Background: an optimization exercise with open tools, aiming at small area, a short achievable clock period and few clock cycles per item. Do not read the settings as production practice. No run shown here included a check of the RTL's function; only the layout flow was run. Power figures rest on the tool's default switching activity, not on a simulated workload.

==> flow/design.v (outline; a module is shown in full before it is edited, if it fits) <==
// module wallace_multi: 1604 lines
// module mfa: 4 lines
// module mha: 4 lines
// module mbs: 5 lines
// module ma22o: 3 lines
// module mxor: 3 lines
module wallace_multi (
    input clk,
    input rst,
    input [15:0] a,
    input [15:0] b,
    output reg [31:0] p,
    output reg done
);
  // ...
==> flow/flow/run.sh <==
#!/bin/bash
set -euo pipefail
export BUFFER_PORTS_ARGS="-buffer_cell sky130_fd_sc_hd__buf_2"
bash standard.sh finish > orfs_make.log 2>&1
==> flow/standard.sh <==
#!/bin/bash
# synth_recipe.tcl (not shown) runs the flow's synth.tcl, then flattens the netlist and writes it again
# the make line also repeats each setting of config.mk as NAME=value (left out here)
make -C /OpenROAD-flow-scripts/flow DESIGN_CONFIG=/design/flow/config.mk WORK_HOME=/design/flow/orfs CLKGATE_MAP_FILE= SYNTH_SCRIPT=/design/flow/synth_recipe.tcl "${@:-finish}"
==> flow/config.mk <==
export PLATFORM = sky130hd
export DESIGN_NAME = wallace_multi
export DESIGN_NICKNAME = wallace_multi
export VERILOG_FILES = /design/flow/design.v
export SDC_FILE = /design/flow/constraint.sdc
export NUM_CORES = 4
export LEC_CHECK = 0
export CAP_MARGIN = 20
export CORE_MARGIN = 2
export CORE_UTILIZATION = 40
export SETUP_SLACK_MARGIN = 1.2
export SLEW_MARGIN = 20
export SYNTH_HIERARCHICAL = 1
==> flow/constraint.sdc <==
create_clock -name core_clock -period 4.0 [get_ports {clk}]
set_input_delay 0.8000 -clock core_clock [delete_from_list [all_inputs] [get_ports {clk}]]
set_output_delay 0.8000 -clock core_clock [all_outputs]
set_load 0.01 [all_outputs]
==> metrics.md, run 1 <==
| Metric | Value |
|---|---|
| Status | `complete, no violations` |
| Max FO, Critical Path | `8` |
| Netlist cell types | `33` |
| Post-Synth Adder-Cell Area | `0.289` |
| Antenna violations before repair | `3` |
| Combinational power share | `0.526` |
| FF+latch area | `3250 sq um` |
| Slew Viols, Final | `0` |
| DRT Pass-1 Iters | `5` |
| NonClk Buf Share | `0.0469` |
| Post-CTS setup repair buffer count | `3` |
| CTS Sinks | `162` |
| Tapcell count | `324` |
| Clkbuf count | `17` |
| Total Wirelength | `approximately 24000 microns` |
| Share of cells above drive strength 1 | `0.184` |
| Die H | `161 microns` |
| DR vias | `6406` |
| Synth top area cells | `dfxtp_1 (33%), fa_1 (23%), xor2_1 (12%)` |
| Part of the power in registers | `0.287` |
| WL per Instance | `~19 microns` |
| WP depth | `6` |
| Worst-skew pair later-pin latency | `0.43 ns` |
| Comb_multi_in | `between 500 and 600` |
| Worst reg2reg path endpoint | `r674` |
| Dpl ws | `around 0.7 ns` |
| Crit path kind | `reg2out` |
| Inverters | `23` |
| Share of synthesized registers carrying an async set or reset | `0.0123` |
| Post-synth EDFFs | `0` |
| Non-CTS buffers | `90` |
| Peak VDD IR | `about 400 uV` |
| Commonest non-fill, non-tap cell in the layout | `dfxtp_1` |
| Commonest cells in the netlist | `dfxtp_1 (160), xor2_1 (135), a22o_1 (120)` |
| FILL cells | `2316` |
| Horiz. Die Dim | `about 160 microns` |
| Hold_buf cts | `0` |
| Final Setup Violations | `0` |
| Post-DP HPWL | `16600 microns` |
| Antenna-violating nets left | `0` |
| Unrepaired setup endpoints after global routing | `yes` |
| CP cell instances | `and2_1 -> a311o_2 -> a21o_4 -> a21oi_2 -> xnor2_1 -> buf_2` |
| Smallest setup slack after layout | `about 1.2 ns` |
| Crit-path max cell delay | `~0.42 ns` |
| Grt met1 use | `0.255` |
==> inputs of run 2 (changes only) <==
==> flow/design.v (replaced) <==
module wallace_multi (
    input clk,
    input rst,
    input [15:0] a,
    input [15:0] b,
    output reg [31:0] p,
    output reg done
);
    wire c185;
    wire c187;
    wire c189;
    wire c191;
    wire c193;
    wire c197;
    wire c199;
    wire c204;
    wire c207;
    wire c209;
    wire c214;
    wire c216;
    wire c218;
    wire c220;
    wire c225;
    wire c227;
    wire c229;
    wire c234;
    wire c238;
    wire c240;
    wire c242;
    wire c244;
    wire c249;
    wire c252;
    wire c254;
    wire c256;
    wire c258;
    wire c263;
    wire c266;
    wire c268;
    wire c270;
    wire c272;
    wire c277;
    wire c282;
    wire c284;
    wire c286;
    wire c288;
    wire c290;
    wire c295;
    wire c299;
    wire c301;
    wire c303;
    wire c305;
    wire c307;
    wire c309;
    wire c314;
    wire c318;
    wire c320;
    wire c322;
    wire c324;
    wire c326;
    wire c331;
    wire c336;
    wire c339;
    wire c341;
    wire c343;
    wire c345;
    wire c347;
    wire c349;
    wire c354;
    wire c358;
    wire c360;
    wire c365;
    wire c367;
    wire c369;
    wire c371;
    wire c376;
    wire c381;
    wire c383;
    wire c388;
    wire c390;
    wire c392;
    wire c394;
    wire c399;
    wire c404;
    wire c406;
    wire c408;
    wire c410;
    wire c412;
    wire c414;
    wire c419;
    wire c424;
    wire c426;
    wire c428;
    wire c430;
    wire c432;
    wire c437;
    wire c442;
    wire c444;
    wire c446;
    wire c448;
    wire c450;
    wire c452;
    wire c457;
    wire c460;
    wire c462;
    wire c464;
    wire c466;
    wire c471;
    wire c475;
    wire c477;
    wire c479;
    wire c481;
    wire c486;
    wire c490;
    wire c492;
    wire c494;
    wire c496;
    wire c501;
    wire c503;
    wire c505;
    wire c507;
    wire c512;
    wire c515;
    wire c517;
    wire c522;
    wire c525;
    wire c527;
    wire c529;
    wire c533;
    wire c535;
    wire c540;
    wire c542;
    wire c547;
    wire c549;
    wire c551;
    wire n1;
    wire n2;
    wire n3;
    wire n4;
    wire n5;
    wire n6;
    wire n7;
    wire n8;
    wire n9;
    wire n10;
    wire n11;
    wire n12;
    wire n13;
    wire n14;
    wire n15;
    wire n16;
    wire n17;
    wire n18;
    wire n19;
    wire n20;
    wire n21;
    wire n22;
    wire n23;
    wire n24;
    wire n25;
    wire n26;
    wire n27;
    wire n28;
    wire n29;
    wire n30;
    wire n31;
    wire n32;
    wire n33;
    wire n34;
    wire n35;
    wire n36;
    wire n37;
    wire n38;
    wire n39;
    wire n40;
    wire n41;
    wire n42;
    wire n43;
    wire n44;
    wire n45;
    wire n46;
    wire n47;
    wire n48;
    wire n49;
    wire n50;
    wire n51;
    wire n52;
    wire n53;
    wire n54;
    wire n55;
    wire n56;
    wire n57;
    wire n58;
    wire n59;
    wire n60;
    wire n61;
    wire n62;
    wire n63;
    wire n64;
    wire n65;
    wire n66;
    wire n67;
    wire n68;
    wire n69;
    wire n70;
    wire n71;
    wire n72;
    wire n73;
    wire n74;
    wire n75;
    wire n76;
    wire n77;
    wire n78;
    wire n79;
    wire n80;
    wire n81;
    wire n82;
    wire n83;
    wire n84;
    wire n85;
    wire n86;
    wire n87;
    wire n88;
    wire n89;
    wire n90;
    wire n91;
    wire n92;
    wire n93;
    wire n94;
    wire n95;
    wire n96;
    wire n97;
    wire n98;
    wire n99;
    wire n100;
    wire n101;
    wire n102;
    wire n103;
    wire n104;
    wire n105;
    wire n106;
    wire n107;
    wire n108;
    wire n109;
    wire n110;
    wire n111;
    wire n112;
    wire n113;
    wire n114;
    wire n115;
    wire n116;
    wire n117;
    wire n118;
    wire n119;
    wire n120;
    wire n121;
    wire n122;
    wire n123;
    wire n124;
    wire n125;
    wire n126;
    wire n127;
    wire n128;
    wire n129;
    wire n130;
    wire n131;
    wire n132;
    wire n133;
    wire n134;
    wire n135;
    wire n136;
    wire n137;
    wire n138;
    wire n139;
    wire n140;
    wire n141;
    wire n142;
    wire n143;
    wire n144;
    wire n145;
    wire n146;
    wire n147;
    wire n148;
    wire n149;
    wire n150;
    wire n151;
    wire n152;
    wire n153;
    wire n154;
    wire n155;
    wire n156;
    wire n157;
    wire n158;
    wire n159;
    wire n160;
    wire n161;
    wire n162;
    wire n163;
    wire n164;
    wire n165;
    wire n166;
    wire n167;
    wire n168;
    wire n169;
    wire n170;
    wire n171;
    wire n172;
    wire n173;
    wire n174;
    wire n175;
    wire n176;
    wire n177;
    wire n178;
    wire n179;
    wire n180;
    wire n181;
    wire n182;
    wire n183;
    wire n552;
    wire n553;
    wire n554;
    wire n555;
    wire n556;
    wire n557;
    wire n560;
    wire n561;
    wire n563;
    wire n564;
    wire n565;
    wire n566;
    wire n567;
    wire n568;
    wire n569;
    wire n570;
    wire n571;
    wire n572;
    wire n573;
    wire n574;
    wire n575;
    wire n576;
    wire n577;
    wire n578;
    wire n579;
    wire n580;
    wire n583;
    wire n584;
    wire n587;
    wire n588;
    wire n590;
    wire n591;
    wire n592;
    wire n593;
    wire n595;
    wire n596;
    wire n597;
    wire n598;
    wire n599;
    wire n600;
    wire n601;
    wire n602;
    wire n603;
    wire n604;
    wire n605;
    wire n606;
    wire n607;
    wire n608;
    wire n609;
    wire n610;
    wire n611;
    wire n612;
    wire n613;
    wire n614;
    wire n615;
    wire n616;
    wire n617;
    wire n618;
    wire n620;
    wire n621;
    wire n622;
    wire n623;
    wire n624;
    wire n625;
    wire n629;
    wire n631;
    wire n632;
    wire n633;
    wire n634;
    wire n635;
    wire n636;
    wire n637;
    wire n638;
    wire n639;
    wire n643;
    wire n645;
    wire n646;
    wire n647;
    wire n648;
    wire n649;
    wire n652;
    wire n653;
    wire n657;
    wire n659;
    wire n663;
    wire n665;
    wire n666;
    wire n669;
    wire n670;
    wire n671;
    wire n672;
    wire n673;
    wire n676;
    wire n677;
    wire n679;
    wire n681;
    wire n682;
    wire n683;
    wire n684;
    wire n685;
    wire n686;
    wire n687;
    wire n688;
    wire n689;
    wire n693;
    wire n695;
    wire n696;
    wire n697;
    wire n698;
    wire n699;
    wire n700;
    wire n701;
    wire n702;
    wire n703;
    wire n704;
    wire n705;
    wire n706;
    wire n707;
    wire n711;
    wire n712;
    wire n715;
    wire n716;
    wire n717;
    wire n718;
    wire n719;
    wire n720;
    wire n721;
    wire n722;
    wire n723;
    wire n724;
    wire n725;
    wire n726;
    wire n727;
    wire n728;
    wire n729;
    wire n730;
    wire n731;
    wire n732;
    wire n733;
    wire n734;
    wire n735;
    wire n736;
    wire n737;
    wire n738;
    wire n739;
    wire n740;
    wire n741;
    wire n742;
    wire n743;
    wire n744;
    wire n747;
    wire n748;
    wire n751;
    wire n752;
    wire n755;
    wire n756;
    wire n759;
    wire n760;
    wire n764;
    wire n766;
    wire n767;
    wire n768;
    wire n771;
    wire n772;
    wire n773;
    wire n774;
    wire n775;
    wire n776;
    wire n777;
    wire n778;
    wire n779;
    wire n780;
    wire n781;
    wire n782;
    wire n784;
    wire n785;
    wire n786;
    wire n787;
    wire n788;
    wire n789;
    wire n790;
    wire n791;
    wire n792;
    wire n793;
    wire n794;
    wire n795;
    wire n796;
    wire n797;
    wire n798;
    wire n799;
    wire n800;
    wire n801;
    wire n802;
    wire n803;
    wire n804;
    wire n805;
    wire n806;
    wire n807;
    wire n808;
    wire n809;
    wire n810;
    wire n811;
    wire n812;
    wire n813;
    wire n814;
    wire n815;
    wire n819;
    wire n821;
    wire n824;
    wire n825;
    wire n828;
    wire n829;
    wire n832;
    wire n833;
    wire n836;
    wire n837;
    wire n840;
    wire n841;
    wire n844;
    wire n845;
    wire n848;
    wire n849;
    wire n850;
    wire n851;
    wire n852;
    wire n853;
    wire n854;
    wire n855;
    wire n856;
    wire n857;
    wire n859;
    wire n861;
    wire n863;
    wire n864;
    wire n865;
    wire n866;
    wire n867;
    wire n868;
    wire n869;
    wire n870;
    wire n871;
    wire n872;
    wire n875;
    wire n878;
    wire n881;
    wire n884;
    wire n886;
    wire n888;
    wire n891;
    wire n893;
    wire n896;
    wire n899;
    wire n902;
    reg r194;
    reg r195;
    reg r200;
    reg r201;
    reg r202;
    reg r205;
    reg r210;
    reg r211;
    reg r212;
    reg r221;
    reg r222;
    reg r223;
    reg r230;
    reg r231;
    reg r232;
    reg r235;
    reg r236;
    reg r245;
    reg r246;
    reg r247;
    reg r250;
    reg r259;
    reg r260;
    reg r261;
    reg r264;
    reg r273;
    reg r274;
    reg r275;
    reg r278;
    reg r279;
    reg r280;
    reg r291;
    reg r292;
    reg r293;
    reg r296;
    reg r297;
    reg r310;
    reg r311;
    reg r312;
    reg r315;
    reg r316;
    reg r327;
    reg r328;
    reg r329;
    reg r332;
    reg r333;
    reg r334;
    reg r337;
    reg r350;
    reg r351;
    reg r352;
    reg r355;
    reg r356;
    reg r361;
    reg r362;
    reg r363;
    reg r372;
    reg r373;
    reg r374;
    reg r377;
    reg r378;
    reg r379;
    reg r384;
    reg r385;
    reg r386;
    reg r395;
    reg r396;
    reg r397;
    reg r400;
    reg r401;
    reg r402;
    reg r415;
    reg r416;
    reg r417;
    reg r420;
    reg r421;
    reg r422;
    reg r433;
    reg r434;
    reg r435;
    reg r438;
    reg r439;
    reg r440;
    reg r453;
    reg r454;
    reg r455;
    reg r458;
    reg r467;
    reg r468;
    reg r469;
    reg r472;
    reg r473;
    reg r482;
    reg r483;
    reg r484;
    reg r487;
    reg r488;
    reg r497;
    reg r498;
    reg r499;
    reg r508;
    reg r509;
    reg r510;
    reg r513;
    reg r518;
    reg r519;
    reg r520;
    reg r523;
    reg r530;
    reg r531;
    reg r536;
    reg r537;
    reg r538;
    reg r543;
    reg r544;
    reg r545;
    reg r558;
    reg r559;
    reg r562;
    reg r581;
    reg r582;
    reg r585;
    reg r586;
    reg r589;
    reg r594;
    reg r619;
    reg r626;
    reg r627;
    reg r628;
    reg r630;
    reg r640;
    reg r641;
    reg r642;
    reg r644;
    reg r650;
    reg r651;
    reg r654;
    reg r655;
    reg r656;
    reg r658;
    reg r660;
    reg r661;
    reg r662;
    reg r664;
    reg r667;
    reg r668;
    reg r674;
    reg r675;
    reg r678;
    reg r680;
    reg r690;
    reg r691;
    reg r692;
    reg r694;
    reg r708;
    reg r709;
    reg r710;
    reg r713;
    reg r714;
    reg r745;
    reg r746;
    reg r749;
    reg r750;
    reg r753;
    reg r754;
    reg r757;
    reg r758;
    reg r761;
    reg r762;
    reg r763;
    reg r765;
    reg r769;
    reg r770;
    reg r783;
    reg r816;
    reg r817;
    reg r818;
    reg r820;
    reg r822;
    reg r823;
    reg r826;
    reg r827;
    reg r830;
    reg r831;
    reg r834;
    reg r835;
    reg r838;
    reg r839;
    reg r842;
    reg r843;
    reg r846;
    reg r847;
    reg r858;
    reg r860;
    reg r862;
    reg r873;
    reg r874;
    reg r876;
    reg r877;
    reg r879;
    reg r880;
    reg r882;
    reg r883;
    reg r885;
    reg r887;
    reg r889;
    reg r890;
    reg r892;
    reg r894;
    reg r895;
    reg r897;
    reg r898;
    reg r900;
    reg r901;
    reg r903;
    reg r904;
    reg r905;
    reg r906;
    reg r907;
    reg r908;
    reg r909;
    reg r910;
    reg r911;
    reg r912;
    reg r913;
    reg r914;
    reg r915;
    reg r916;
    reg r917;
    reg r918;
    reg r919;
    reg r920;
    reg r921;
    reg r922;
    reg r923;
    reg r924;
    reg r925;
    reg r926;
    reg r927;
    reg r928;
    reg r929;
    reg r930;
    reg r931;
    reg r932;
    reg r933;
    wire s184;
    wire s186;
    wire s188;
    wire s190;
    wire s192;
    wire s196;
    wire s198;
    wire s203;
    wire s206;
    wire s208;
    wire s213;
    wire s215;
    wire s217;
    wire s219;
    wire s224;
    wire s226;
    wire s228;
    wire s233;
    wire s237;
    wire s239;
    wire s241;
    wire s243;
    wire s248;
    wire s251;
    wire s253;
    wire s255;
    wire s257;
    wire s262;
    wire s265;
    wire s267;
    wire s269;
    wire s271;
    wire s276;
    wire s281;
    wire s283;
    wire s285;
    wire s287;
    wire s289;
    wire s294;
    wire s298;
    wire s300;
    wire s302;
    wire s304;
    wire s306;
    wire s308;
    wire s313;
    wire s317;
    wire s319;
    wire s321;
    wire s323;
    wire s325;
    wire s330;
    wire s335;
    wire s338;
    wire s340;
    wire s342;
    wire s344;
    wire s346;
    wire s348;
    wire s353;
    wire s357;
    wire s359;
    wire s364;
    wire s366;
    wire s368;
    wire s370;
    wire s375;
    wire s380;
    wire s382;
    wire s387;
    wire s389;
    wire s391;
    wire s393;
    wire s398;
    wire s403;
    wire s405;
    wire s407;
    wire s409;
    wire s411;
    wire s413;
    wire s418;
    wire s423;
    wire s425;
    wire s427;
    wire s429;
    wire s431;
    wire s436;
    wire s441;
    wire s443;
    wire s445;
    wire s447;
    wire s449;
    wire s451;
    wire s456;
    wire s459;
    wire s461;
    wire s463;
    wire s465;
    wire s470;
    wire s474;
    wire s476;
    wire s478;
    wire s480;
    wire s485;
    wire s489;
    wire s491;
    wire s493;
    wire s495;
    wire s500;
    wire s502;
    wire s504;
    wire s506;
    wire s511;
    wire s514;
    wire s516;
    wire s521;
    wire s524;
    wire s526;
    wire s528;
    wire s532;
    wire s534;
    wire s539;
    wire s541;
    wire s546;
    wire s548;
    wire s550;
    assign n1 = b[1] & ~b[0];
    assign n2 = b[2] ^ b[1];
    assign n3 = (b[3] & ~b[2] & ~b[1]) | (~b[3] & b[2] & b[1]);
    assign n4 = b[4] ^ b[3];
    assign n5 = (b[5] & ~b[4] & ~b[3]) | (~b[5] & b[4] & b[3]);
    assign n6 = b[6] ^ b[5];
    assign n7 = (b[7] & ~b[6] & ~b[5]) | (~b[7] & b[6] & b[5]);
    assign n8 = b[8] ^ b[7];
    assign n9 = (b[9] & ~b[8] & ~b[7]) | (~b[9] & b[8] & b[7]);
    assign n10 = b[10] ^ b[9];
    assign n11 = (b[11] & ~b[10] & ~b[9]) | (~b[11] & b[10] & b[9]);
    assign n12 = b[12] ^ b[11];
    assign n13 = (b[13] & ~b[12] & ~b[11]) | (~b[13] & b[12] & b[11]);
    assign n14 = b[14] ^ b[13];
    assign n15 = (b[15] & ~b[14] & ~b[13]) | (~b[15] & b[14] & b[13]);
    assign n16 = (b[0] & a[0]) ^ b[1];
    mbs un17 (.one(b[0]), .a1(a[1]), .two(n1), .a0(a[0]), .neg(b[1]), .x(n17));
    mbs un18 (.one(b[0]), .a1(a[2]), .two(n1), .a0(a[1]), .neg(b[1]), .x(n18));
    mbs un19 (.one(b[0]), .a1(a[3]), .two(n1), .a0(a[2]), .neg(b[1]), .x(n19));
    mbs un20 (.one(b[0]), .a1(a[4]), .two(n1), .a0(a[3]), .neg(b[1]), .x(n20));
    mbs un21 (.one(b[0]), .a1(a[5]), .two(n1), .a0(a[4]), .neg(b[1]), .x(n21));
    mbs un22 (.one(b[0]), .a1(a[6]), .two(n1), .a0(a[5]), .neg(b[1]), .x(n22));
    mbs un23 (.one(b[0]), .a1(a[7]), .two(n1), .a0(a[6]), .neg(b[1]), .x(n23));
    mbs un24 (.one(b[0]), .a1(a[8]), .two(n1), .a0(a[7]), .neg(b[1]), .x(n24));
    mbs un25 (.one(b[0]), .a1(a[9]), .two(n1), .a0(a[8]), .neg(b[1]), .x(n25));
    mbs un26 (.one(b[0]), .a1(a[10]), .two(n1), .a0(a[9]), .neg(b[1]), .x(n26));
    mbs un27 (.one(b[0]), .a1(a[11]), .two(n1), .a0(a[10]), .neg(b[1]), .x(n27));
    mbs un28 (.one(b[0]), .a1(a[12]), .two(n1), .a0(a[11]), .neg(b[1]), .x(n28));
    mbs un29 (.one(b[0]), .a1(a[13]), .two(n1), .a0(a[12]), .neg(b[1]), .x(n29));
    mbs un30 (.one(b[0]), .a1(a[14]), .two(n1), .a0(a[13]), .neg(b[1]), .x(n30));
    mbs un31 (.one(b[0]), .a1(a[15]), .two(n1), .a0(a[14]), .neg(b[1]), .x(n31));
    assign n32 = (n1 & a[15]) ^ b[1];
    assign n33 = ~b[1];
    assign n34 = (n2 & a[0]) ^ b[3];
    mbs un35 (.one(n2), .a1(a[1]), .two(n3), .a0(a[0]), .neg(b[3]), .x(n35));
    mbs un36 (.one(n2), .a1(a[2]), .two(n3), .a0(a[1]), .neg(b[3]), .x(n36));
    mbs un37 (.one(n2), .a1(a[3]), .two(n3), .a0(a[2]), .neg(b[3]), .x(n37));
    mbs un38 (.one(n2), .a1(a[4]), .two(n3), .a0(a[3]), .neg(b[3]), .x(n38));
    mbs un39 (.one(n2), .a1(a[5]), .two(n3), .a0(a[4]), .neg(b[3]), .x(n39));
    mbs un40 (.one(n2), .a1(a[6]), .two(n3), .a0(a[5]), .neg(b[3]), .x(n40));
    mbs un41 (.one(n2), .a1(a[7]), .two(n3), .a0(a[6]), .neg(b[3]), .x(n41));
    mbs un42 (.one(n2), .a1(a[8]), .two(n3), .a0(a[7]), .neg(b[3]), .x(n42));
    mbs un43 (.one(n2), .a1(a[9]), .two(n3), .a0(a[8]), .neg(b[3]), .x(n43));
    mbs un44 (.one(n2), .a1(a[10]), .two(n3), .a0(a[9]), .neg(b[3]), .x(n44));
    mbs un45 (.one(n2), .a1(a[11]), .two(n3), .a0(a[10]), .neg(b[3]), .x(n45));
    mbs un46 (.one(n2), .a1(a[12]), .two(n3), .a0(a[11]), .neg(b[3]), .x(n46));
    mbs un47 (.one(n2), .a1(a[13]), .two(n3), .a0(a[12]), .neg(b[3]), .x(n47));
    mbs un48 (.one(n2), .a1(a[14]), .two(n3), .a0(a[13]), .neg(b[3]), .x(n48));
    mbs un49 (.one(n2), .a1(a[15]), .two(n3), .a0(a[14]), .neg(b[3]), .x(n49));
    assign n50 = (n3 & a[15]) ^ b[3];
    assign n51 = ~b[3];
    assign n52 = (n4 & a[0]) ^ b[5];
    mbs un53 (.one(n4), .a1(a[1]), .two(n5), .a0(a[0]), .neg(b[5]), .x(n53));
    mbs un54 (.one(n4), .a1(a[2]), .two(n5), .a0(a[1]), .neg(b[5]), .x(n54));
    mbs un55 (.one(n4), .a1(a[3]), .two(n5), .a0(a[2]), .neg(b[5]), .x(n55));
    mbs un56 (.one(n4), .a1(a[4]), .two(n5), .a0(a[3]), .neg(b[5]), .x(n56));
    mbs un57 (.one(n4), .a1(a[5]), .two(n5), .a0(a[4]), .neg(b[5]), .x(n57));
    mbs un58 (.one(n4), .a1(a[6]), .two(n5), .a0(a[5]), .neg(b[5]), .x(n58));
    mbs un59 (.one(n4), .a1(a[7]), .two(n5), .a0(a[6]), .neg(b[5]), .x(n59));
    mbs un60 (.one(n4), .a1(a[8]), .two(n5), .a0(a[7]), .neg(b[5]), .x(n60));
    mbs un61 (.one(n4), .a1(a[9]), .two(n5), .a0(a[8]), .neg(b[5]), .x(n61));
    mbs un62 (.one(n4), .a1(a[10]), .two(n5), .a0(a[9]), .neg(b[5]), .x(n62));
    mbs un63 (.one(n4), .a1(a[11]), .two(n5), .a0(a[10]), .neg(b[5]), .x(n63));
    mbs un64 (.one(n4), .a1(a[12]), .two(n5), .a0(a[11]), .neg(b[5]), .x(n64));
    mbs un65 (.one(n4), .a1(a[13]), .two(n5), .a0(a[12]), .neg(b[5]), .x(n65));
    mbs un66 (.one(n4), .a1(a[14]), .two(n5), .a0(a[13]), .neg(b[5]), .x(n66));
    mbs un67 (.one(n4), .a1(a[15]), .two(n5), .a0(a[14]), .neg(b[5]), .x(n67));
    assign n68 = (n5 & a[15]) ^ b[5];
    assign n69 = ~b[5];
    assign n70 = (n6 & a[0]) ^ b[7];
    mbs un71 (.one(n6), .a1(a[1]), .two(n7), .a0(a[0]), .neg(b[7]), .x(n71));
    mbs un72 (.one(n6), .a1(a[2]), .two(n7), .a0(a[1]), .neg(b[7]), .x(n72));
    mbs un73 (.one(n6), .a1(a[3]), .two(n7), .a0(a[2]), .neg(b[7]), .x(n73));
    mbs un74 (.one(n6), .a1(a[4]), .two(n7), .a0(a[3]), .neg(b[7]), .x(n74));
    mbs un75 (.one(n6), .a1(a[5]), .two(n7), .a0(a[4]), .neg(b[7]), .x(n75));
    mbs un76 (.one(n6), .a1(a[6]), .two(n7), .a0(a[5]), .neg(b[7]), .x(n76));
    mbs un77 (.one(n6), .a1(a[7]), .two(n7), .a0(a[6]), .neg(b[7]), .x(n77));
    mbs un78 (.one(n6), .a1(a[8]), .two(n7), .a0(a[7]), .neg(b[7]), .x(n78));
    mbs un79 (.one(n6), .a1(a[9]), .two(n7), .a0(a[8]), .neg(b[7]), .x(n79));
    mbs un80 (.one(n6), .a1(a[10]), .two(n7), .a0(a[9]), .neg(b[7]), .x(n80));
    mbs un81 (.one(n6), .a1(a[11]), .two(n7), .a0(a[10]), .neg(b[7]), .x(n81));
    mbs un82 (.one(n6), .a1(a[12]), .two(n7), .a0(a[11]), .neg(b[7]), .x(n82));
    mbs un83 (.one(n6), .a1(a[13]), .two(n7), .a0(a[12]), .neg(b[7]), .x(n83));
    mbs un84 (.one(n6), .a1(a[14]), .two(n7), .a0(a[13]), .neg(b[7]), .x(n84));
    mbs un85 (.one(n6), .a1(a[15]), .two(n7), .a0(a[14]), .neg(b[7]), .x(n85));
    assign n86 = (n7 & a[15]) ^ b[7];
    assign n87 = ~b[7];
    assign n88 = (n8 & a[0]) ^ b[9];
    mbs un89 (.one(n8), .a1(a[1]), .two(n9), .a0(a[0]), .neg(b[9]), .x(n89));
    mbs un90 (.one(n8), .a1(a[2]), .two(n9), .a0(a[1]), .neg(b[9]), .x(n90));
    mbs un91 (.one(n8), .a1(a[3]), .two(n9), .a0(a[2]), .neg(b[9]), .x(n91));
    mbs un92 (.one(n8), .a1(a[4]), .two(n9), .a0(a[3]), .neg(b[9]), .x(n92));
    mbs un93 (.one(n8), .a1(a[5]), .two(n9), .a0(a[4]), .neg(b[9]), .x(n93));
    mbs un94 (.one(n8), .a1(a[6]), .two(n9), .a0(a[5]), .neg(b[9]), .x(n94));
    mbs un95 (.one(n8), .a1(a[7]), .two(n9), .a0(a[6]), .neg(b[9]), .x(n95));
    mbs un96 (.one(n8), .a1(a[8]), .two(n9), .a0(a[7]), .neg(b[9]), .x(n96));
    mbs un97 (.one(n8), .a1(a[9]), .two(n9), .a0(a[8]), .neg(b[9]), .x(n97));
    mbs un98 (.one(n8), .a1(a[10]), .two(n9), .a0(a[9]), .neg(b[9]), .x(n98));
    mbs un99 (.one(n8), .a1(a[11]), .two(n9), .a0(a[10]), .neg(b[9]), .x(n99));
    mbs un100 (.one(n8), .a1(a[12]), .two(n9), .a0(a[11]), .neg(b[9]), .x(n100));
    mbs un101 (.one(n8), .a1(a[13]), .two(n9), .a0(a[12]), .neg(b[9]), .x(n101));
    mbs un102 (.one(n8), .a1(a[14]), .two(n9), .a0(a[13]), .neg(b[9]), .x(n102));
    mbs un103 (.one(n8), .a1(a[15]), .two(n9), .a0(a[14]), .neg(b[9]), .x(n103));
    assign n104 = (n9 & a[15]) ^ b[9];
    assign n105 = ~b[9];
    assign n106 = (n10 & a[0]) ^ b[11];
    mbs un107 (.one(n10), .a1(a[1]), .two(n11), .a0(a[0]), .neg(b[11]), .x(n107));
    mbs un108 (.one(n10), .a1(a[2]), .two(n11), .a0(a[1]), .neg(b[11]), .x(n108));
    mbs un109 (.one(n10), .a1(a[3]), .two(n11), .a0(a[2]), .neg(b[11]), .x(n109));
    mbs un110 (.one(n10), .a1(a[4]), .two(n11), .a0(a[3]), .neg(b[11]), .x(n110));
    mbs un111 (.one(n10), .a1(a[5]), .two(n11), .a0(a[4]), .neg(b[11]), .x(n111));
    mbs un112 (.one(n10), .a1(a[6]), .two(n11), .a0(a[5]), .neg(b[11]), .x(n112));
    mbs un113 (.one(n10), .a1(a[7]), .two(n11), .a0(a[6]), .neg(b[11]), .x(n113));
    mbs un114 (.one(n10), .a1(a[8]), .two(n11), .a0(a[7]), .neg(b[11]), .x(n114));
    mbs un115 (.one(n10), .a1(a[9]), .two(n11), .a0(a[8]), .neg(b[11]), .x(n115));
    mbs un116 (.one(n10), .a1(a[10]), .two(n11), .a0(a[9]), .neg(b[11]), .x(n116));
    mbs un117 (.one(n10), .a1(a[11]), .two(n11), .a0(a[10]), .neg(b[11]), .x(n117));
    mbs un118 (.one(n10), .a1(a[12]), .two(n11), .a0(a[11]), .neg(b[11]), .x(n118));
    mbs un119 (.one(n10), .a1(a[13]), .two(n11), .a0(a[12]), .neg(b[11]), .x(n119));
    mbs un120 (.one(n10), .a1(a[14]), .two(n11), .a0(a[13]), .neg(b[11]), .x(n120));
    mbs un121 (.one(n10), .a1(a[15]), .two(n11), .a0(a[14]), .neg(b[11]), .x(n121));
    assign n122 = (n11 & a[15]) ^ b[11];
    assign n123 = ~b[11];
    assign n124 = (n12 & a[0]) ^ b[13];
    mbs un125 (.one(n12), .a1(a[1]), .two(n13), .a0(a[0]), .neg(b[13]), .x(n125));
    mbs un126 (.one(n12), .a1(a[2]), .two(n13), .a0(a[1]), .neg(b[13]), .x(n126));
    mbs un127 (.one(n12), .a1(a[3]), .two(n13), .a0(a[2]), .neg(b[13]), .x(n127));
    mbs un128 (.one(n12), .a1(a[4]), .two(n13), .a0(a[3]), .neg(b[13]), .x(n128));
    mbs un129 (.one(n12), .a1(a[5]), .two(n13), .a0(a[4]), .neg(b[13]), .x(n129));
    mbs un130 (.one(n12), .a1(a[6]), .two(n13), .a0(a[5]), .neg(b[13]), .x(n130));
    mbs un131 (.one(n12), .a1(a[7]), .two(n13), .a0(a[6]), .neg(b[13]), .x(n131));
    mbs un132 (.one(n12), .a1(a[8]), .two(n13), .a0(a[7]), .neg(b[13]), .x(n132));
    mbs un133 (.one(n12), .a1(a[9]), .two(n13), .a0(a[8]), .neg(b[13]), .x(n133));
    mbs un134 (.one(n12), .a1(a[10]), .two(n13), .a0(a[9]), .neg(b[13]), .x(n134));
    mbs un135 (.one(n12), .a1(a[11]), .two(n13), .a0(a[10]), .neg(b[13]), .x(n135));
    mbs un136 (.one(n12), .a1(a[12]), .two(n13), .a0(a[11]), .neg(b[13]), .x(n136));
    mbs un137 (.one(n12), .a1(a[13]), .two(n13), .a0(a[12]), .neg(b[13]), .x(n137));
    mbs un138 (.one(n12), .a1(a[14]), .two(n13), .a0(a[13]), .neg(b[13]), .x(n138));
    mbs un139 (.one(n12), .a1(a[15]), .two(n13), .a0(a[14]), .neg(b[13]), .x(n139));
    assign n140 = (n13 & a[15]) ^ b[13];
    assign n141 = ~b[13];
    assign n142 = (n14 & a[0]) ^ b[15];
    mbs un143 (.one(n14), .a1(a[1]), .two(n15), .a0(a[0]), .neg(b[15]), .x(n143));
    mbs un144 (.one(n14), .a1(a[2]), .two(n15), .a0(a[1]), .neg(b[15]), .x(n144));
    mbs un145 (.one(n14), .a1(a[3]), .two(n15), .a0(a[2]), .neg(b[15]), .x(n145));
    mbs un146 (.one(n14), .a1(a[4]), .two(n15), .a0(a[3]), .neg(b[15]), .x(n146));
    mbs un147 (.one(n14), .a1(a[5]), .two(n15), .a0(a[4]), .neg(b[15]), .x(n147));
    mbs un148 (.one(n14), .a1(a[6]), .two(n15), .a0(a[5]), .neg(b[15]), .x(n148));
    mbs un149 (.one(n14), .a1(a[7]), .two(n15), .a0(a[6]), .neg(b[15]), .x(n149));
    mbs un150 (.one(n14), .a1(a[8]), .two(n15), .a0(a[7]), .neg(b[15]), .x(n150));
    mbs un151 (.one(n14), .a1(a[9]), .two(n15), .a0(a[8]), .neg(b[15]), .x(n151));
    mbs un152 (.one(n14), .a1(a[10]), .two(n15), .a0(a[9]), .neg(b[15]), .x(n152));
    mbs un153 (.one(n14), .a1(a[11]), .two(n15), .a0(a[10]), .neg(b[15]), .x(n153));
    mbs un154 (.one(n14), .a1(a[12]), .two(n15), .a0(a[11]), .neg(b[15]), .x(n154));
    mbs un155 (.one(n14), .a1(a[13]), .two(n15), .a0(a[12]), .neg(b[15]), .x(n155));
    mbs un156 (.one(n14), .a1(a[14]), .two(n15), .a0(a[13]), .neg(b[15]), .x(n156));
    mbs un157 (.one(n14), .a1(a[15]), .two(n15), .a0(a[14]), .neg(b[15]), .x(n157));
    assign n158 = (n15 & a[15]) ^ b[15];
    assign n159 = ~b[15];
    assign n160 = b[15] & a[0];
    assign n161 = b[15] & a[1];
    assign n162 = b[15] & a[2];
    assign n163 = b[15] & a[3];
    assign n164 = b[15] & a[4];
    assign n165 = b[15] & a[5];
    assign n166 = b[15] & a[6];
    assign n167 = b[15] & a[7];
    assign n168 = b[15] & a[8];
    assign n169 = b[15] & a[9];
    assign n170 = b[15] & a[10];
    assign n171 = b[15] & a[11];
    assign n172 = b[15] & a[12];
    assign n173 = b[15] & a[13];
    assign n174 = b[15] & a[14];
    assign n175 = b[15] & a[15];
    assign n176 = ~n161;
    assign n177 = ~n161;
    assign n178 = ~n164;
    assign n179 = ~n166;
    assign n180 = ~n168;
    assign n181 = ~n170;
    assign n182 = ~n172;
    assign n183 = ~n174;
    mha us184 (.a(b[3]), .b(n18), .s(s184), .co(c185));
    mha us186 (.a(n19), .b(n35), .s(s186), .co(c187));
    mfa us188 (.a(b[5]), .b(n20), .c(n36), .s(s188), .co(c189));
    mha us190 (.a(n52), .b(c187), .s(s190), .co(c191));
    mfa us192 (.a(n21), .b(n37), .c(n53), .s(s192), .co(c193));
    mfa us198 (.a(b[7]), .b(n22), .c(n38), .s(s198), .co(c199));
    mfa us208 (.a(n23), .b(n39), .c(n55), .s(s208), .co(c209));
    mfa us217 (.a(b[9]), .b(n24), .c(n40), .s(s217), .co(c218));
    mfa us219 (.a(n56), .b(n72), .c(n88), .s(s219), .co(c220));
    mfa us228 (.a(n25), .b(n41), .c(n57), .s(s228), .co(c229));
    mfa us241 (.a(b[11]), .b(n26), .c(n42), .s(s241), .co(c242));
    mfa us243 (.a(n58), .b(n74), .c(n90), .s(s243), .co(c244));
    mfa us255 (.a(n27), .b(n43), .c(n59), .s(s255), .co(c256));
    mfa us257 (.a(n75), .b(n91), .c(n107), .s(s257), .co(c258));
    mfa us269 (.a(b[13]), .b(n28), .c(n44), .s(s269), .co(c270));
    mfa us271 (.a(n60), .b(n76), .c(n92), .s(s271), .co(c272));
    mfa us287 (.a(n29), .b(n45), .c(n61), .s(s287), .co(c288));
    mfa us289 (.a(n77), .b(n93), .c(n109), .s(s289), .co(c290));
    mfa us304 (.a(b[15]), .b(n30), .c(n46), .s(s304), .co(c305));
    mfa us306 (.a(n62), .b(n78), .c(n94), .s(s306), .co(c307));
    mfa us308 (.a(n110), .b(n126), .c(n142), .s(s308), .co(c309));
    mfa us323 (.a(n31), .b(n47), .c(n63), .s(s323), .co(c324));
    mfa us325 (.a(n79), .b(n95), .c(n111), .s(s325), .co(c326));
    mfa us344 (.a(n160), .b(n32), .c(n48), .s(s344), .co(c345));
    mfa us346 (.a(n64), .b(n80), .c(n96), .s(s346), .co(c347));
    mfa us348 (.a(n112), .b(n128), .c(n144), .s(s348), .co(c349));
    mfa us366 (.a(n33), .b(n176), .c(n49), .s(s366), .co(c367));
    mfa us368 (.a(n65), .b(n81), .c(n97), .s(s368), .co(c369));
    mfa us370 (.a(n113), .b(n129), .c(n145), .s(s370), .co(c371));
    mfa us389 (.a(n162), .b(n177), .c(n50), .s(s389), .co(c390));
    mfa us391 (.a(n66), .b(n82), .c(n98), .s(s391), .co(c392));
    mfa us393 (.a(n114), .b(n130), .c(n146), .s(s393), .co(c394));
    mfa us409 (.a(n51), .b(n163), .c(n161), .s(s409), .co(c410));
    mfa us411 (.a(s409), .b(n67), .c(n83), .s(s411), .co(c412));
    mfa us413 (.a(n99), .b(n115), .c(n131), .s(s413), .co(c414));
    mfa us429 (.a(n178), .b(c410), .c(n68), .s(s429), .co(c430));
    mfa us431 (.a(n84), .b(n100), .c(n116), .s(s431), .co(c432));
    mfa us447 (.a(n69), .b(n165), .c(n164), .s(s447), .co(c448));
    mfa us449 (.a(s447), .b(n85), .c(n101), .s(s449), .co(c450));
    mfa us451 (.a(n117), .b(n133), .c(n149), .s(s451), .co(c452));
    mfa us463 (.a(n179), .b(c448), .c(n86), .s(s463), .co(c464));
    mfa us465 (.a(n102), .b(n118), .c(n134), .s(s465), .co(c466));
    mfa us478 (.a(n87), .b(n167), .c(n166), .s(s478), .co(c479));
    mfa us480 (.a(s478), .b(n103), .c(n119), .s(s480), .co(c481));
    mfa us493 (.a(n180), .b(c479), .c(n104), .s(s493), .co(c494));
    mfa us495 (.a(n120), .b(n136), .c(n152), .s(s495), .co(c496));
    mfa us504 (.a(n105), .b(n169), .c(n168), .s(s504), .co(c505));
    mfa us506 (.a(s504), .b(n121), .c(n137), .s(s506), .co(c507));
    mfa us516 (.a(n181), .b(c505), .c(n122), .s(s516), .co(c517));
    mfa us526 (.a(n123), .b(n171), .c(n170), .s(s526), .co(c527));
    mfa us528 (.a(s526), .b(n139), .c(n155), .s(s528), .co(c529));
    mfa us534 (.a(n182), .b(c527), .c(n140), .s(s534), .co(c535));
    mfa us541 (.a(n141), .b(n173), .c(n172), .s(s541), .co(c542));
    mfa us548 (.a(n183), .b(c542), .c(n158), .s(s548), .co(c549));
    mfa us550 (.a(n159), .b(n175), .c(n174), .s(s550), .co(c551));
    assign n552 = n16 & b[1];
    assign n553 = n16 ^ b[1];
    assign n554 = n34 & s184;
    assign n555 = n34 ^ s184;
    assign n556 = c185 & s186;
    assign n557 = c185 ^ s186;
    assign n622 = c549 & s550;
    assign n623 = c549 ^ s550;
    assign n624 = n17 & n552;
    assign n625 = n17 & n553;
    assign n850 = n17 ^ n552;
    always @(posedge clk) begin
        r194 <= c189;
        r195 <= s192;
        r200 <= n54;
        r201 <= n70;
        r202 <= c193;
        r205 <= s198;
        r210 <= n71;
        r211 <= c199;
        r212 <= s208;
        r221 <= c209;
        r222 <= s217;
        r223 <= s219;
        r230 <= n73;
        r231 <= n89;
        r232 <= c218;
        r235 <= c220;
        r236 <= s228;
        r245 <= n106;
        r246 <= c229;
        r247 <= s241;
        r250 <= s243;
        r259 <= c242;
        r260 <= c244;
        r261 <= s255;
        r264 <= s257;
        r273 <= n108;
        r274 <= n124;
        r275 <= c256;
        r278 <= c258;
        r279 <= s269;
        r280 <= s271;
        r291 <= n125;
        r292 <= c270;
        r293 <= c272;
        r296 <= s287;
        r297 <= s289;
        r310 <= c288;
        r311 <= c290;
        r312 <= s304;
        r315 <= s306;
        r316 <= s308;
        r327 <= n127;
        r328 <= n143;
        r329 <= c305;
        r332 <= c307;
        r333 <= c309;
        r334 <= s323;
        r337 <= s325;
        r350 <= c324;
        r351 <= c326;
        r352 <= s344;
        r355 <= s346;
        r356 <= s348;
        r372 <= c345;
        r373 <= c347;
        r374 <= c349;
        r377 <= s366;
        r378 <= s368;
        r379 <= s370;
        r395 <= c367;
        r396 <= c369;
        r397 <= c371;
        r400 <= s389;
        r401 <= s391;
        r402 <= s393;
        r415 <= n147;
        r416 <= c390;
        r417 <= c392;
        r420 <= c394;
        r421 <= s411;
        r422 <= s413;
        r433 <= n132;
        r434 <= n148;
        r435 <= c412;
        r438 <= c414;
        r439 <= s429;
        r440 <= s431;
        r453 <= c430;
        r454 <= c432;
        r455 <= s449;
        r458 <= s451;
        r467 <= n150;
        r468 <= c450;
        r469 <= c452;
        r472 <= s463;
        r473 <= s465;
        r482 <= n135;
        r483 <= n151;
        r484 <= c464;
        r487 <= c466;
        r488 <= s480;
        r497 <= c481;
        r498 <= s493;
        r499 <= s495;
        r508 <= n153;
        r509 <= c494;
        r510 <= c496;
        r513 <= s506;
        r518 <= n138;
        r519 <= n154;
        r520 <= c507;
        r523 <= s516;
        r530 <= c517;
        r531 <= s528;
        r536 <= n156;
        r537 <= c529;
        r538 <= s534;
        r543 <= s541;
        r544 <= n157;
        r545 <= c535;
        r558 <= s188;
        r559 <= s190;
        r562 <= c191;
        r619 <= s548;
        r626 <= n556;
        r627 <= n557;
        r628 <= n554;
        r630 <= n555;
        r674 <= n622;
        r675 <= n623;
        r678 <= n624;
        r680 <= n625;
        r903 <= n553;
        r906 <= n850;
    end
    mha us196 (.a(r194), .b(r195), .s(s196), .co(c197));
    mfa us203 (.a(r200), .b(r201), .c(r202), .s(s203), .co(c204));
    mha us206 (.a(r205), .b(c197), .s(s206), .co(c207));
    mfa us213 (.a(r210), .b(r211), .c(r212), .s(s213), .co(c214));
    mha us215 (.a(c204), .b(s213), .s(s215), .co(c216));
    mfa us224 (.a(r221), .b(r222), .c(r223), .s(s224), .co(c225));
    mha us226 (.a(c214), .b(s224), .s(s226), .co(c227));
    mfa us233 (.a(r230), .b(r231), .c(r232), .s(s233), .co(c234));
    mfa us237 (.a(r235), .b(r236), .c(c225), .s(s237), .co(c238));
    mha us239 (.a(s233), .b(c227), .s(s239), .co(c240));
    mfa us248 (.a(r245), .b(r246), .c(r247), .s(s248), .co(c249));
    mfa us251 (.a(r250), .b(c234), .c(s248), .s(s251), .co(c252));
    mha us253 (.a(c238), .b(s251), .s(s253), .co(c254));
    mfa us262 (.a(r259), .b(r260), .c(r261), .s(s262), .co(c263));
    mfa us265 (.a(r264), .b(c249), .c(s262), .s(s265), .co(c266));
    mha us267 (.a(c252), .b(s265), .s(s267), .co(c268));
    mfa us276 (.a(r273), .b(r274), .c(r275), .s(s276), .co(c277));
    mfa us281 (.a(r278), .b(r279), .c(r280), .s(s281), .co(c282));
    mfa us283 (.a(c263), .b(s276), .c(s281), .s(s283), .co(c284));
    mha us285 (.a(c266), .b(s283), .s(s285), .co(c286));
    mfa us294 (.a(r291), .b(r292), .c(r293), .s(s294), .co(c295));
    mfa us298 (.a(r296), .b(r297), .c(c277), .s(s298), .co(c299));
    mfa us300 (.a(c282), .b(s294), .c(c284), .s(s300), .co(c301));
    mha us302 (.a(s298), .b(c286), .s(s302), .co(c303));
    mfa us313 (.a(r310), .b(r311), .c(r312), .s(s313), .co(c314));
    mfa us317 (.a(r315), .b(r316), .c(c295), .s(s317), .co(c318));
    mfa us319 (.a(s313), .b(c299), .c(s317), .s(s319), .co(c320));
    mha us321 (.a(c301), .b(s319), .s(s321), .co(c322));
    mfa us330 (.a(r327), .b(r328), .c(r329), .s(s330), .co(c331));
    mfa us335 (.a(r332), .b(r333), .c(r334), .s(s335), .co(c336));
    mfa us338 (.a(r337), .b(c314), .c(s330), .s(s338), .co(c339));
    mfa us340 (.a(s335), .b(c318), .c(s338), .s(s340), .co(c341));
    mha us342 (.a(c320), .b(s340), .s(s342), .co(c343));
    mfa us353 (.a(r350), .b(r351), .c(r352), .s(s353), .co(c354));
    mfa us357 (.a(r355), .b(r356), .c(c331), .s(s357), .co(c358));
    mfa us359 (.a(c336), .b(s353), .c(c339), .s(s359), .co(c360));
    mfa us375 (.a(r372), .b(r373), .c(r374), .s(s375), .co(c376));
    mfa us380 (.a(r377), .b(r378), .c(r379), .s(s380), .co(c381));
    mfa us382 (.a(c354), .b(s375), .c(s380), .s(s382), .co(c383));
    mfa us398 (.a(r395), .b(r396), .c(r397), .s(s398), .co(c399));
    mfa us403 (.a(r400), .b(r401), .c(r402), .s(s403), .co(c404));
    mfa us405 (.a(c376), .b(c381), .c(s398), .s(s405), .co(c406));
    mfa us407 (.a(s403), .b(c383), .c(s405), .s(s407), .co(c408));
    mfa us418 (.a(r415), .b(r416), .c(r417), .s(s418), .co(c419));
    mfa us423 (.a(r420), .b(r421), .c(r422), .s(s423), .co(c424));
    mfa us425 (.a(c399), .b(c404), .c(s418), .s(s425), .co(c426));
    mfa us427 (.a(s423), .b(c406), .c(s425), .s(s427), .co(c428));
    mfa us436 (.a(r433), .b(r434), .c(r435), .s(s436), .co(c437));
    mfa us441 (.a(r438), .b(r439), .c(r440), .s(s441), .co(c442));
    mfa us443 (.a(c419), .b(c424), .c(s436), .s(s443), .co(c444));
    mfa us445 (.a(s441), .b(c426), .c(s443), .s(s445), .co(c446));
    mfa us456 (.a(r453), .b(r454), .c(r455), .s(s456), .co(c457));
    mfa us459 (.a(r458), .b(c437), .c(c442), .s(s459), .co(c460));
    mfa us461 (.a(s456), .b(c444), .c(s459), .s(s461), .co(c462));
    mfa us470 (.a(r467), .b(r468), .c(r469), .s(s470), .co(c471));
    mfa us474 (.a(r472), .b(r473), .c(c457), .s(s474), .co(c475));
    mfa us476 (.a(s470), .b(c460), .c(s474), .s(s476), .co(c477));
    mfa us485 (.a(r482), .b(r483), .c(r484), .s(s485), .co(c486));
    mfa us489 (.a(r487), .b(r488), .c(c471), .s(s489), .co(c490));
    mfa us491 (.a(s485), .b(c475), .c(s489), .s(s491), .co(c492));
    mfa us500 (.a(r497), .b(r498), .c(r499), .s(s500), .co(c501));
    mfa us502 (.a(c486), .b(s500), .c(c490), .s(s502), .co(c503));
    mfa us511 (.a(r508), .b(r509), .c(r510), .s(s511), .co(c512));
    mfa us514 (.a(r513), .b(c501), .c(s511), .s(s514), .co(c515));
    mfa us521 (.a(r518), .b(r519), .c(r520), .s(s521), .co(c522));
    mfa us524 (.a(r523), .b(c512), .c(s521), .s(s524), .co(c525));
    mfa us532 (.a(r530), .b(r531), .c(c522), .s(s532), .co(c533));
    mfa us539 (.a(r536), .b(r537), .c(r538), .s(s539), .co(c540));
    mfa us546 (.a(r543), .b(r544), .c(r545), .s(s546), .co(c547));
    assign n560 = r558 & r559;
    assign n561 = r558 ^ r559;
    assign n563 = r562 & s196;
    assign n564 = r562 ^ s196;
    assign n565 = s203 & s206;
    assign n566 = s203 ^ s206;
    assign n567 = c207 & s215;
    assign n568 = c207 ^ s215;
    assign n569 = c216 & s226;
    assign n570 = c216 ^ s226;
    assign n571 = s237 & s239;
    assign n572 = s237 ^ s239;
    assign n573 = c240 & s253;
    assign n574 = c240 ^ s253;
    assign n575 = c254 & s267;
    assign n576 = c254 ^ s267;
    assign n577 = c268 & s285;
    assign n578 = c268 ^ s285;
    assign n579 = s300 & s302;
    assign n580 = s300 ^ s302;
    assign n597 = c408 & s427;
    assign n598 = c408 ^ s427;
    assign n599 = c428 & s445;
    assign n600 = c428 ^ s445;
    assign n601 = c446 & s461;
    assign n602 = c446 ^ s461;
    assign n603 = c462 & s476;
    assign n604 = c462 ^ s476;
    assign n605 = c477 & s491;
    assign n606 = c477 ^ s491;
    assign n607 = c492 & s502;
    assign n608 = c492 ^ s502;
    assign n609 = c503 & s514;
    assign n610 = c503 ^ s514;
    assign n611 = c515 & s524;
    assign n612 = c515 ^ s524;
    assign n613 = c525 & s532;
    assign n614 = c525 ^ s532;
    assign n615 = c533 & s539;
    assign n616 = c533 ^ s539;
    assign n617 = c540 & s546;
    assign n618 = c540 ^ s546;
    assign n620 = c547 & r619;
    assign n621 = c547 ^ r619;
    assign n629 = r626 | (r627 & r628);
    assign n631 = r627 & r630;
    assign n632 = n563 | (n564 & n560);
    assign n633 = n564 & n561;
    assign n634 = n567 | (n568 & n565);
    assign n635 = n568 & n566;
    assign n636 = n571 | (n572 & n569);
    assign n637 = n572 & n570;
    assign n638 = n575 | (n576 & n573);
    assign n639 = n576 & n574;
    assign n666 = n609 | (n610 & n607);
    assign n670 = n613 | (n614 & n611);
    assign n671 = n614 & n612;
    assign n672 = n617 | (n618 & n615);
    assign n673 = n618 & n616;
    assign n676 = r674 | (r675 & n620);
    assign n677 = r675 & n621;
    assign n679 = r628 | (r630 & r678);
    assign n681 = r630 & r680;
    assign n682 = n629 | (n631 & r678);
    assign n683 = n631 & r680;
    assign n684 = n565 | (n566 & n632);
    assign n685 = n566 & n633;
    assign n686 = n634 | (n635 & n632);
    assign n687 = n635 & n633;
    assign n688 = n573 | (n574 & n636);
    assign n689 = n574 & n637;
    assign n717 = n620 | (n621 & n672);
    assign n718 = n621 & n673;
    assign n719 = n676 | (n677 & n672);
    assign n720 = n677 & n673;
    assign n721 = n560 | (n561 & n682);
    assign n722 = n561 & n683;
    assign n723 = n632 | (n633 & n682);
    assign n724 = n633 & n683;
    assign n725 = n684 | (n685 & n682);
    assign n726 = n685 & n683;
    assign n727 = n686 | (n687 & n682);
    assign n728 = n687 & n683;
    assign n851 = r630 ^ r678;
    assign n852 = r627 ^ n679;
    assign n853 = n561 ^ n682;
    assign n854 = n564 ^ n721;
    assign n855 = n566 ^ n723;
    assign n856 = n568 ^ n725;
    always @(posedge clk) begin
        r361 <= s357;
        r362 <= c341;
        r363 <= s359;
        r384 <= c358;
        r385 <= s382;
        r386 <= c360;
        r581 <= c303;
        r582 <= s321;
        r585 <= c322;
        r586 <= s342;
        r589 <= c343;
        r594 <= s407;
        r640 <= n579;
        r641 <= n580;
        r642 <= n577;
        r644 <= n578;
        r650 <= n597;
        r651 <= n598;
        r654 <= n601;
        r655 <= n602;
        r656 <= n599;
        r658 <= n600;
        r660 <= n605;
        r661 <= n606;
        r662 <= n603;
        r664 <= n604;
        r667 <= n610;
        r668 <= n608;
        r690 <= n638;
        r691 <= n639;
        r692 <= n636;
        r694 <= n637;
        r708 <= n611;
        r709 <= n612;
        r710 <= n666;
        r713 <= n670;
        r714 <= n671;
        r745 <= n615;
        r746 <= n616;
        r749 <= n672;
        r750 <= n673;
        r753 <= n717;
        r754 <= n718;
        r757 <= n719;
        r758 <= n720;
        r761 <= n569;
        r762 <= n570;
        r763 <= n727;
        r765 <= n728;
        r769 <= n688;
        r770 <= n689;
        r783 <= n607;
        r858 <= n572;
        r860 <= n574;
        r862 <= n576;
        r889 <= n614;
        r894 <= n618;
        r897 <= n621;
        r900 <= r675;
        r904 <= r903;
        r907 <= r906;
        r909 <= n851;
        r911 <= n852;
        r913 <= n853;
        r915 <= n854;
        r917 <= n855;
        r919 <= n856;
    end
    mfa us364 (.a(r361), .b(r362), .c(r363), .s(s364), .co(c365));
    mfa us387 (.a(r384), .b(r385), .c(r386), .s(s387), .co(c388));
    assign n583 = r581 & r582;
    assign n584 = r581 ^ r582;
    assign n587 = r585 & r586;
    assign n588 = r585 ^ r586;
    assign n590 = r589 & s364;
    assign n591 = r589 ^ s364;
    assign n592 = c365 & s387;
    assign n593 = c365 ^ s387;
    assign n595 = c388 & r594;
    assign n596 = c388 ^ r594;
    assign n643 = r640 | (r641 & r642);
    assign n645 = r641 & r644;
    assign n646 = n587 | (n588 & n583);
    assign n647 = n588 & n584;
    assign n648 = n592 | (n593 & n590);
    assign n649 = n593 & n591;
    assign n652 = r650 | (r651 & n595);
    assign n653 = r651 & n596;
    assign n657 = r654 | (r655 & r656);
    assign n659 = r655 & r658;
    assign n663 = r660 | (r661 & r662);
    assign n665 = r661 & r664;
    assign n669 = r667 & r668;
    assign n693 = r690 | (r691 & r692);
    assign n695 = r691 & r694;
    assign n696 = n583 | (n584 & n643);
    assign n697 = n584 & n645;
    assign n698 = n646 | (n647 & n643);
    assign n699 = n647 & n645;
    assign n700 = n595 | (n596 & n648);
    assign n701 = n596 & n649;
    assign n702 = n652 | (n653 & n648);
    assign n703 = n653 & n649;
    assign n704 = r662 | (r664 & n657);
    assign n705 = r664 & n659;
    assign n706 = n663 | (n665 & n657);
    assign n707 = n665 & n659;
    assign n711 = r708 | (r709 & r710);
    assign n712 = r709 & n669;
    assign n715 = r713 | (r714 & r710);
    assign n716 = r714 & n669;
    assign n729 = r642 | (r644 & n693);
    assign n730 = r644 & n695;
    assign n731 = n643 | (n645 & n693);
    assign n732 = n645 & n695;
    assign n733 = n696 | (n697 & n693);
    assign n734 = n697 & n695;
    assign n735 = n698 | (n699 & n693);
    assign n736 = n699 & n695;
    assign n737 = r656 | (r658 & n702);
    assign n738 = r658 & n703;
    assign n739 = n657 | (n659 & n702);
    assign n740 = n659 & n703;
    assign n741 = n704 | (n705 & n702);
    assign n742 = n705 & n703;
    assign n743 = n706 | (n707 & n702);
    assign n744 = n707 & n703;
    assign n747 = r745 | (r746 & n715);
    assign n748 = r746 & n716;
    assign n751 = r749 | (r750 & n715);
    assign n752 = r750 & n716;
    assign n755 = r753 | (r754 & n715);
    assign n756 = r754 & n716;
    assign n759 = r757 | (r758 & n715);
    assign n760 = r758 & n716;
    assign n764 = r761 | (r762 & r763);
    assign n766 = r762 & r765;
    assign n767 = r692 | (r694 & r763);
    assign n768 = r694 & r765;
    assign n771 = r769 | (r770 & r763);
    assign n772 = r770 & r765;
    assign n773 = n693 | (n695 & r763);
    assign n774 = n695 & r765;
    assign n775 = n729 | (n730 & r763);
    assign n776 = n730 & r765;
    assign n777 = n731 | (n732 & r763);
    assign n778 = n732 & r765;
    assign n779 = n733 | (n734 & r763);
    assign n780 = n734 & r765;
    assign n781 = n735 | (n736 & r763);
    assign n782 = n736 & r765;
    assign n784 = r783 | (r668 & n743);
    assign n785 = r668 & n744;
    assign n786 = r710 | (n669 & n743);
    assign n787 = n669 & n744;
    assign n788 = n711 | (n712 & n743);
    assign n789 = n712 & n744;
    assign n790 = n715 | (n716 & n743);
    assign n791 = n716 & n744;
    assign n792 = n747 | (n748 & n743);
    assign n793 = n748 & n744;
    assign n794 = n751 | (n752 & n743);
    assign n795 = n752 & n744;
    assign n796 = n755 | (n756 & n743);
    assign n797 = n756 & n744;
    assign n798 = n759 | (n760 & n743);
    assign n799 = n760 & n744;
    assign n800 = n590 | (n591 & n781);
    assign n801 = n591 & n782;
    assign n802 = n648 | (n649 & n781);
    assign n803 = n649 & n782;
    assign n804 = n700 | (n701 & n781);
    assign n805 = n701 & n782;
    assign n806 = n702 | (n703 & n781);
    assign n807 = n703 & n782;
    assign n808 = n737 | (n738 & n781);
    assign n809 = n738 & n782;
    assign n810 = n739 | (n740 & n781);
    assign n811 = n740 & n782;
    assign n812 = n741 | (n742 & n781);
    assign n813 = n742 & n782;
    assign n814 = n743 | (n744 & n781);
    assign n815 = n744 & n782;
    assign n857 = r762 ^ r763;
    assign n859 = r858 ^ n764;
    assign n861 = r860 ^ n767;
    assign n863 = r862 ^ n771;
    assign n864 = r644 ^ n773;
    assign n865 = r641 ^ n775;
    assign n866 = n584 ^ n777;
    assign n867 = n588 ^ n779;
    assign n868 = n591 ^ n781;
    assign n869 = n593 ^ n800;
    assign n870 = n596 ^ n802;
    assign n871 = r651 ^ n804;
    assign n872 = r658 ^ n806;
    always @(posedge clk) begin
        r816 <= n784;
        r817 <= n785;
        r818 <= n781;
        r820 <= n782;
        r822 <= n786;
        r823 <= n787;
        r826 <= n788;
        r827 <= n789;
        r830 <= n790;
        r831 <= n791;
        r834 <= n792;
        r835 <= n793;
        r838 <= n794;
        r839 <= n795;
        r842 <= n796;
        r843 <= n797;
        r846 <= n798;
        r847 <= n799;
        r873 <= r655;
        r874 <= n808;
        r876 <= r664;
        r877 <= n810;
        r879 <= r661;
        r880 <= n812;
        r882 <= r668;
        r883 <= n814;
        r885 <= r667;
        r887 <= r709;
        r890 <= r889;
        r892 <= r746;
        r895 <= r894;
        r898 <= r897;
        r901 <= r900;
        r905 <= r904;
        r908 <= r907;
        r910 <= r909;
        r912 <= r911;
        r914 <= r913;
        r916 <= r915;
        r918 <= r917;
        r920 <= r919;
        r921 <= n857;
        r922 <= n859;
        r923 <= n861;
        r924 <= n863;
        r925 <= n864;
        r926 <= n865;
        r927 <= n866;
        r928 <= n867;
        r929 <= n868;
        r930 <= n869;
        r931 <= n870;
        r932 <= n871;
        r933 <= n872;
    end
    assign n819 = r816 | (r817 & r818);
    assign n821 = r817 & r820;
    assign n824 = r822 | (r823 & r818);
    assign n825 = r823 & r820;
    assign n828 = r826 | (r827 & r818);
    assign n829 = r827 & r820;
    assign n832 = r830 | (r831 & r818);
    assign n833 = r831 & r820;
    assign n836 = r834 | (r835 & r818);
    assign n837 = r835 & r820;
    assign n840 = r838 | (r839 & r818);
    assign n841 = r839 & r820;
    assign n844 = r842 | (r843 & r818);
    assign n845 = r843 & r820;
    assign n848 = r846 | (r847 & r818);
    assign n849 = r847 & r820;
    assign n875 = r873 ^ r874;
    assign n878 = r876 ^ r877;
    assign n881 = r879 ^ r880;
    assign n884 = r882 ^ r883;
    assign n886 = r885 ^ n819;
    assign n888 = r887 ^ n824;
    assign n891 = r890 ^ n828;
    assign n893 = r892 ^ n832;
    assign n896 = r895 ^ n836;
    assign n899 = r898 ^ n840;
    assign n902 = r901 ^ n844;
    always @(*) p = {n902, n899, n896, n893, n891, n888, n886, n884, n881, n878, n875, r933, r932, r931, r930, r929, r928, r927, r926, r925, r924, r923, r922, r921, r920, r918, r916, r914, r912, r910, r908, r905};
    reg [1:0] v;
    always @(posedge clk or negedge rst) begin
        if (!rst) begin
            v <= 2'b0;
            done <= 1'b0;
        end else begin
            v <= {v[0:0], 1'b1};
            done <= v[1];
        end
    end
endmodule
module mfa (input a, input b, input c, output s, output co);
    assign s = a ^ b ^ c;
    assign co = (a & b) | (a & c) | (b & c);
endmodule
module mha (input a, input b, output s, output co);
    assign s = a ^ b;
    assign co = a & b;
endmodule
module mbs (input one, input a1, input two, input a0, input neg, output x);
    wire m;
    ma22o u0 (.a(one), .b(a1), .c(two), .d(a0), .y(m));
    mxor u1 (.a(m), .b(neg), .y(x));
endmodule
module ma22o (input a, input b, input c, input d, output y);
    assign y = (a & b) | (c & d);
endmodule
module mxor (input a, input b, output y);
    assign y = a ^ b;
endmodule
==> flow/config.mk (replaced) <==
export PLATFORM = sky130hd
export DESIGN_NAME = wallace_multi
export DESIGN_NICKNAME = wallace_multi
export VERILOG_FILES = /design/flow/design.v
export SDC_FILE = /design/flow/constraint.sdc
export NUM_CORES = 4
export LEC_CHECK = 0
export CAP_MARGIN = 20
export CORE_MARGIN = 2
export CORE_UTILIZATION = 40
export SETUP_SLACK_MARGIN = 1.6
export SLEW_MARGIN = 20
export SYNTH_HIERARCHICAL = 1
==> metrics.md, run 2 <==
| Metric | Value |
|---|---|
| Slew headroom | `0.402` |
| Final Setup Violations | `0 (unchanged)` |
| Buffers on Ports | `66` |
| FILL cells | `2633 (+14%)` |
| Peak VDD IR | `233 uV (-42%)` |
| Minimum clock period | `2.31 ns` |
| Hold WC Path Type | `in2async` |
| CP cell instances | `buf_2 -> buf_4 -> o21ai_4 -> a22o_1 -> xor2_1 -> fa_1` |
| Antenna-violating nets left | `0 (unchanged)` |
| Post-synthesis sequential area ratio | `0.419` |
| Status | `complete, no violations` |
| Netlist cell types | `38 (+15%)` |
| Std cell rows | `62` |
| Pwr Density | `774 nW/um^2` |
| Crit path kind | `in2reg` |
| Commonest non-fill, non-tap cell in the layout | `dfxtp_1` |
| Commonest cells in the netlist | `dfxtp_1 (237), xor2_1 (136), a22o_1 (121)` |
| Synth area leader | `dfxtp_1` |
| Simple-Gate Fraction of Synth Area | `0.0378` |
| FMAX | `~430 MHz` |
| Top-count cell post-synth | `dfxtp_1` |
| CTS Sinks | `240 (+48%)` |
| Antenna violations before repair | `1 (-2)` |
| Post-layout nets | `1177` |
| DRT Pass-1 Iters | `5 (unchanged)` |
| Post-Synth Adder-Cell Area | `0.248 (-0.0409)` |
| Slew Viols, Final | `0 (unchanged)` |
| Crit path max-delay cell type | `o21ai_4` |
| Synth top area cells | `dfxtp_1 (41%), fa_1 (20%), xor2_1 (10%)` |
| Share of cells above drive strength 1 | `0.162 (-0.0214)` |
| First-pass GRT wire length | `40600 microns` |
| Worst-skew pair later-pin latency | `0.54 ns (+0.11 ns)` |
| Largest reg by FF count | `v` |
| Worst-path clk slew | `~0.060 ns` |
| Clock Skews | `0.0185 ns` |
| Total Wirelength | `25400 microns (+7.7%)` |
| Synthesized area per cell | `~13 sq um` |
| Commonest non-fill, non-tap cells in the layout | `dfxtp_1 (236), xor2_1 (129), a22o_1 (121), fa_1 (113), buf_2 (64)` |
| Critical Path End Type | `flip-flop` |
| Post-synth EDFFs | `0 (unchanged)` |
| Max FFs per register | `2` |
| WP depth | `6 (unchanged)` |
| Max FO, Critical Path | `19 (+11)` |
| Yosys top cell area share | `0.413` |
| Horiz. Die Dim | `174 microns (+8.0%)` |
| Worst R2R Setup Slack | `1.72 ns` |
| DR vias | `7012 (+9.5%)` |
| GRT Overall Usage | `0.171` |
| Post-DP HPWL | `17600 microns (+6.3%)` |
| Hold_buf cts | `0 (unchanged)` |
| Unrepaired setup endpoints after global routing | `yes` |
| Largest family of logic cells by synthesized area | `adder cells` |
| PnR Total Power | `0.0103 W` |
| Remaining DRCs | `0` |
| Die H | `174 microns (+8.0%)` |
| Critical path's top delay family | `compound AO/OA/AOI/OAI gates` |
| WP buf/inv | `2` |
| R2R depth | `7` |
| Vias in the first global route | `7438` |
| Crit-path max cell delay | `0.49 ns (+0.07 ns)` |
| CP required | `4.41 ns` |
| Root buf cell | `clkbuf_16` |
| GRT overflow | `0` |
| WL per Instance | `18.3 microns (-5.1%)` |
| Worst reg2reg path endpoint | `r842` |
| CTS H-tree depth | `1` |
| Pin count of the biggest net entering global routing | `25` |
| DP Area | `12300 sq um` |
| Via/cell ratio | `slightly above 5` |
| Share of synthesized registers carrying an async set or reset | `0.0125 (+0.000154)` |
| Compound-Gate Fraction of Synth Area | `0.140` |
run 2: cell types whose count changed in the layout (fill, tap and decap cells not counted), moves of 5 or more:
cell and delta:
clkbuf_16 +10, dfxtp_1 +76, a21oi_2 -10, buf_4 -7, nand2_1 +6, o21ai_0 +7, a21oi_1 +6, clkinv_2 +5
nor2_1 +13
run 2: worst reg2reg max path, cell delays in order (launching register included):
cell     delay, ns
dfxtp_1       0.31
fa_1          0.47
ha_1          0.41
a21oi_1       0.12
o21ai_1       0.27
inv_1         0.16
a31oi_4       0.30
a31o_2        0.20
run 2: through the flow:
stage,setup WS (ns),utilization,std cells
2_1_floorplan,1.58,-,917
3_3_place_gp,0.997,0.431,1335
3_5_place_dp,0.954,0.431,1335
4_1_cts,1.60,0.464,1386
5_1_grt,1.58,0.465,1389
6_report,1.69,0.465,1389
run 2: metal layers:
metal  GRT usage  vias to the layer above  routed length [microns]
li1            -                     3275                        -
met1       0.229                     3514                    11600
met2       0.282                      184                    11900
met3      0.0314                       39                     1390
met4      0.0530                        0                      522
met5           0                        -                        0
run 2: per-module statistics from Yosys, one instance, submodules excluded, excerpt:
module         flip-flops and latches  cell area [sq um]  times used  cells inside
mfa                                 0               20.0         112             1
mxor                                0               8.76         120             1
mha                                 0               12.5          14             1
wallace_multi                     240               6980           1           551
ma22o                               0               8.76         120             1
run 2: worst max path at each step:
stage / slack [ns] / from / end
3_5_place_dp: 0.95 / b[3] / r236
4_1_cts: 1.60 / r384 / r877
6_report: 1.69 / b[9] / r378
3_3_place_gp: 1.0 / b[3] / r627
5_1_grt: 1.58 / r361 / r877
2_1_floorplan: 1.58 / b[13] / r356
run 2: layout make-up:
type                            count  area [sq um]  share of cell area
Tap cell                          384           480              0.0363
Antenna cell                        1          2.50            0.000189
Sequential cell                   240          4820               0.364
Timing Repair Buffer               80           440              0.0332
Multi-Input combinational cell    612          6520               0.492
Clock buffer                       33           738              0.0557
Clock inverter                     17           165              0.0125
Inverter                           22          87.6             0.00661
run 2: cells by family after synthesis:
logic type	Yosys count
AOI/OAI and AO/OA	203
adders and majority gates	160
DFF	240
and+or+nand+nor	87
xor gates and xnor gates	161
other	1
buffers and inverters	65
run 2: where the power goes:
group | total (W) | internal, W | switching [W]
clock | 0.00246 | 0.00145 | 0.00101
combinational | 0.00398 | 0.00189 | 0.00209
sequential | 0.00381 | 0.00337 | 0.000443
run 2: repair_timing:
item | 4_1_cts | 5_1_grt
resized for setup | 5 | 4
pin swaps | 1 | 2
setup endpoints to repair | 29 | 20
setup buffers | 1 | 2

Re-timed with assumed drivers on the ports (clkbuf_16 on the clock, buf_2 on other inputs), run 2 has 1.714 ns of setup slack against 1.692 ns with ideal ports, and 1.133 ns once port delays also move by the mid clock arrival of 0.581 ns.
